Context: an optimization exercise on an open-source flow, tuned for small area, a short achievable clock period and few clock cycles. The choices shown serve that exercise and are no tape-out recipe. The RTL was checked by simulation tests, not by an equivalence proof against the original design. Power figures rest on the tool's default switching activity, not on a simulated workload.

==> flow/design.v (excerpt) <==
module axi_stream_insert_header #(
	parameter DATA_WD 		= 32,
	parameter DATA_BYTE_WD 	= DATA_WD / 8,
	parameter BYTE_CNT_WD 	= $clog2(DATA_BYTE_WD)
) (
	input clk,
	input rst_n,
	input 							valid_in,
	input 	[DATA_WD-1 : 0] 		data_in,
	input 	[DATA_BYTE_WD-1 : 0] 	keep_in,
	input 							last_in,
	output 							ready_in,
	output 							valid_out,
	output reg	[DATA_WD-1 : 0] 	data_out,
	output reg	[DATA_BYTE_WD-1:0] 	keep_out,
	output reg						last_out,
	input 							ready_out,
	input 							valid_insert,
	input 	[DATA_WD-1 : 0] 		header_insert,
	input 	[DATA_BYTE_WD-1 : 0] 	keep_insert,
	input 	[BYTE_CNT_WD : 0] 		byte_insert_cnt,
	output 							ready_insert
);
For scale: ~41 flip-flops, about 120 I/O pins.
clock: 5.0 ns
lec_check: 0
cap_margin: 20
core_margin: 2
core_utilization: 30
setup_slack_margin: 2.5
slew_margin: 20
tns_end_percent: 0
standard.sh (not shown) runs the stock make flow with config.mk's settings and CLKGATE_MAP_FILE= SYNTH_SCRIPT=/design/flow/synth_recipe.tcl, a recipe that flattens the netlist after the stock synthesis.
==> flow/flow/run.sh <==
#!/bin/bash
# The standard layout, with the port buffers made of buf_1 cells
# (every input and output port still gets its own buffer).
set -euo pipefail
bash standard.sh "BUFFER_PORTS_ARGS=-buffer_cell sky130_fd_sc_hd__buf_1" finish > standard_flow.log 2>&1
Testbench counts at the start, summed over its fixed seeds: cycles 1,652.
Next try:
CORE_UTILIZATION = 50   (was 30)
SETUP_SLACK_MARGIN = 2.7   (was 2.5)
- wire length shrinks by 6.0%
- setup slack stays flat
- cell count shrinks by 8.0%
- design area grows by 0.71%
- via count grows by 0.75%
- synthesized area is unchanged
- clock skew stays flat
- hold slack got worse by 5.9 ps
Next try:
==> flow/flow/run.sh (replaced) <==
#!/bin/bash
# The standard layout (standard.sh), with three changes:
# - the port buffers are buf_1 cells (every input and output port still gets
#   its own buffer);
# - the clock tree has no dummy balancing loads;
# - after the standard synthesis, every cell is set to its smallest drive
#   strength (flow/downsize.tcl); repair during placement sizes up again.
# Each tool's output goes to a log file of its own in this folder.
set -euo pipefail
ARGS=("BUFFER_PORTS_ARGS=-buffer_cell sky130_fd_sc_hd__buf_1"
      "CTS_ARGS=-sink_clustering_enable -repair_clock_nets -dont_use_dummy_load")
bash standard.sh "${ARGS[@]}" synth > synth.log 2>&1
R=orfs/results/${FLOW_PLATFORM:-sky130hd}/axi_stream_insert_header/base
cp $R/1_synth.odb $R/1_synth_standard.odb
DS_IN=$R/1_synth_standard.odb DS_OUT=$R/1_synth.odb openroad -no_init -exit flow/downsize.tcl > downsize.log 2>&1
bash standard.sh "${ARGS[@]}" finish > layout.log 2>&1
==> flow/flow/downsize.tcl (new file) <==
# Swap every cell of the synthesized netlist to the smallest drive strength
# of the same cell (same function and pins); placement and timing repair
# size them up again where needed. Registers keep their cell type.
read_db $::env(DS_IN)
set db [ord::get_db]
set best [dict create]
foreach lib [$db getLibs] {
  foreach m [$lib getMasters] {
    set n [$m getName]
    if {[regexp {^(sky130_fd_sc_hd__[a-z0-9]+)_(\d+)$} $n -> base sz]} {
      set a [expr {[$m getWidth] * [$m getHeight]}]
      if {![dict exists $best $base] || $a < [lindex [dict get $best $base] 1]} {
        dict set best $base [list $m $a]
      }
    }
  }
}
set n 0
foreach inst [[ord::get_db_block] getInsts] {
  set m [$inst getMaster]
  if {[regexp {^(sky130_fd_sc_hd__[a-z0-9]+)_(\d+)$} [$m getName] -> base sz]} {
    set b [lindex [dict get $best $base] 0]
    if {[$b getName] ne [$m getName]} {
      $inst swapMaster $b
      incr n
    }
  }
}
puts "downsized $n cells"
write_db $::env(DS_OUT)
CORE_UTILIZATION = 30   (was 50)
SETUP_SLACK_MARGIN = 2.5   (was 2.7)
=>
- hold slack gains 26 ps
- die area goes up by well over a third
- routed wire length grows by a few percent

* * *

== wip/sierra ==
Starting RTL as in the previous note.
export LEC_CHECK = 0
export CAP_MARGIN = 20
export CORE_MARGIN = 2
export CORE_UTILIZATION = 30
export SETUP_SLACK_MARGIN = 2.5
export SLEW_MARGIN = 20
export TNS_END_PERCENT = 0
create_clock -name core_clock -period 5.0 [get_ports {clk}]
==> flow/flow/run.sh <==
#!/bin/bash
# The standard layout, with the port buffers made of buf_1 cells
# (every input and output port still gets its own buffer) and a small clock
# tree: large sink clusters, no dummy balancing loads.
set -euo pipefail
bash standard.sh "BUFFER_PORTS_ARGS=-buffer_cell sky130_fd_sc_hd__buf_1" \
  "CTS_ARGS=-sink_clustering_enable -repair_clock_nets -dont_use_dummy_load -sink_clustering_size 50 -sink_clustering_max_diameter 400 -buf_list sky130_fd_sc_hd__clkbuf_8 -root_buf sky130_fd_sc_hd__clkbuf_8" \
  finish > standard_flow.log 2>&1
wip/sierra finished every step from synthesis to the final layout, and the layout passed the timing, design-rule and antenna checks.
Testbench counts of wip/sierra, summed over its fixed seeds: cycles 1,652.
> inputs changed (wip/sierra -> wip/nickel)
==> flow/flow/run.sh <==
#!/bin/bash
# The standard layout, with the port buffers made of buf_1 cells
# (every input and output port still gets its own buffer) and a clock tree
# without dummy balancing loads.
set -euo pipefail
bash standard.sh "BUFFER_PORTS_ARGS=-buffer_cell sky130_fd_sc_hd__buf_1" \
  "CTS_ARGS=-sink_clustering_enable -repair_clock_nets -dont_use_dummy_load" \
  finish > standard_flow.log 2>&1
[summary]
wip/nickel: no failed stages, no open violations at the end. wip/sierra finished every step from synthesis to the final layout, and the layout passed the timing, design-rule and antenna checks. wip/nickel -> wip/sierra: count of flip-flops with a built-in enable after synthesis flat. wip/nickel vs. wip/sierra: power share of the combinational group essentially unchanged; netlist area before placement ~0 delta; clock network area share did not really move. Re internal cell power: no difference whatsoever between wip/sierra and wip/nickel. Status: register clock-pin slew on the reported worst setup and hold paths parity (wip/sierra, wip/nickel). Summary of wip/nickel over wip/sierra: sequential share of layout area neither gained nor lost much; clock group share of total power neither gained nor lost much.
Relative to wip/nickel, the following input files were edited for wip/garnet:
# wip/nickel
export LEC_CHECK = 0
export CAP_MARGIN = 20
export CORE_MARGIN = 2
export CORE_UTILIZATION = 30
export SETUP_SLACK_MARGIN = 2.5
export SLEW_MARGIN = 20
export TNS_END_PERCENT = 0
create_clock -name core_clock -period 5.0 [get_ports {clk}]
# wip/garnet
export LEC_CHECK = 0
export CAP_MARGIN = 20
export CORE_MARGIN = 2
export CORE_UTILIZATION = 30
export PLACE_DENSITY = 0.7
export SETUP_SLACK_MARGIN = 2.5
export SLEW_MARGIN = 20
export TNS_END_PERCENT = 0
create_clock -name core_clock -period 5.0 [get_ports {clk}]
## What came out
For wip/nickel, the critical path launch point was keep_in[1], unlike wip/garnet, where it was last_in.
wip/garnet and wip/nickel ended up with nearly the same power density of the placed cells.
wip/garnet ends up with a combinational cell fraction of total power that is 2.2 points higher than in wip/nickel.
The first-iteration DRC count of wip/garnet is higher than that of wip/nickel.
Looking at the reports, wip/garnet completed the entire flow and the layout it produced met the timing, design-rule and antenna checks.

==> re-timing with driven ports <==
Ports are ideal in the flow. The routed layouts listed here were re-timed in OpenROAD.
Step 1, drivers: a clkbuf_16 drives clk and a buf_2 each remaining input, both assumed.
Step 2 times the ports against the registers' clock, not the clock port: input delays grow and output delays shrink by t, the midpoint of the rising clock arrivals with the driver on.
a / b / c = no drivers / after step 1 / after step 2; a / b = the first two.
run	t (ns)	setup slack, ns	worst setup path after step 2	slew at the worst register clock pin (ns)	worst data-port slew with drivers (ns)
the first run of note 1	0.322	2.265 / 2.230 / 2.230	input to output	0.09 / 0.09	0.05
the second run of note 1	0.327	2.264 / 2.220 / 2.220	input to output	0.09 / 0.09	0.06
the third run of note 1	0.314	2.226 / 2.186 / 2.186	input to output	0.08 / 0.08	0.05
wip/sierra	0.318	2.268 / 2.236 / 2.236	input to output	0.09 / 0.09	0.05
wip/nickel	0.318	2.268 / 2.236 / 2.236	input to output	0.09 / 0.09	0.05
wip/garnet	0.305	2.225 / 2.175 / 2.175	input to output	0.08 / 0.08	0.06
After both steps every run listed still meets setup and hold. For wip/garnet, which loses most, drivers alone change the setup slack by -0.050 ns; drivers and shift together by -0.050 ns.
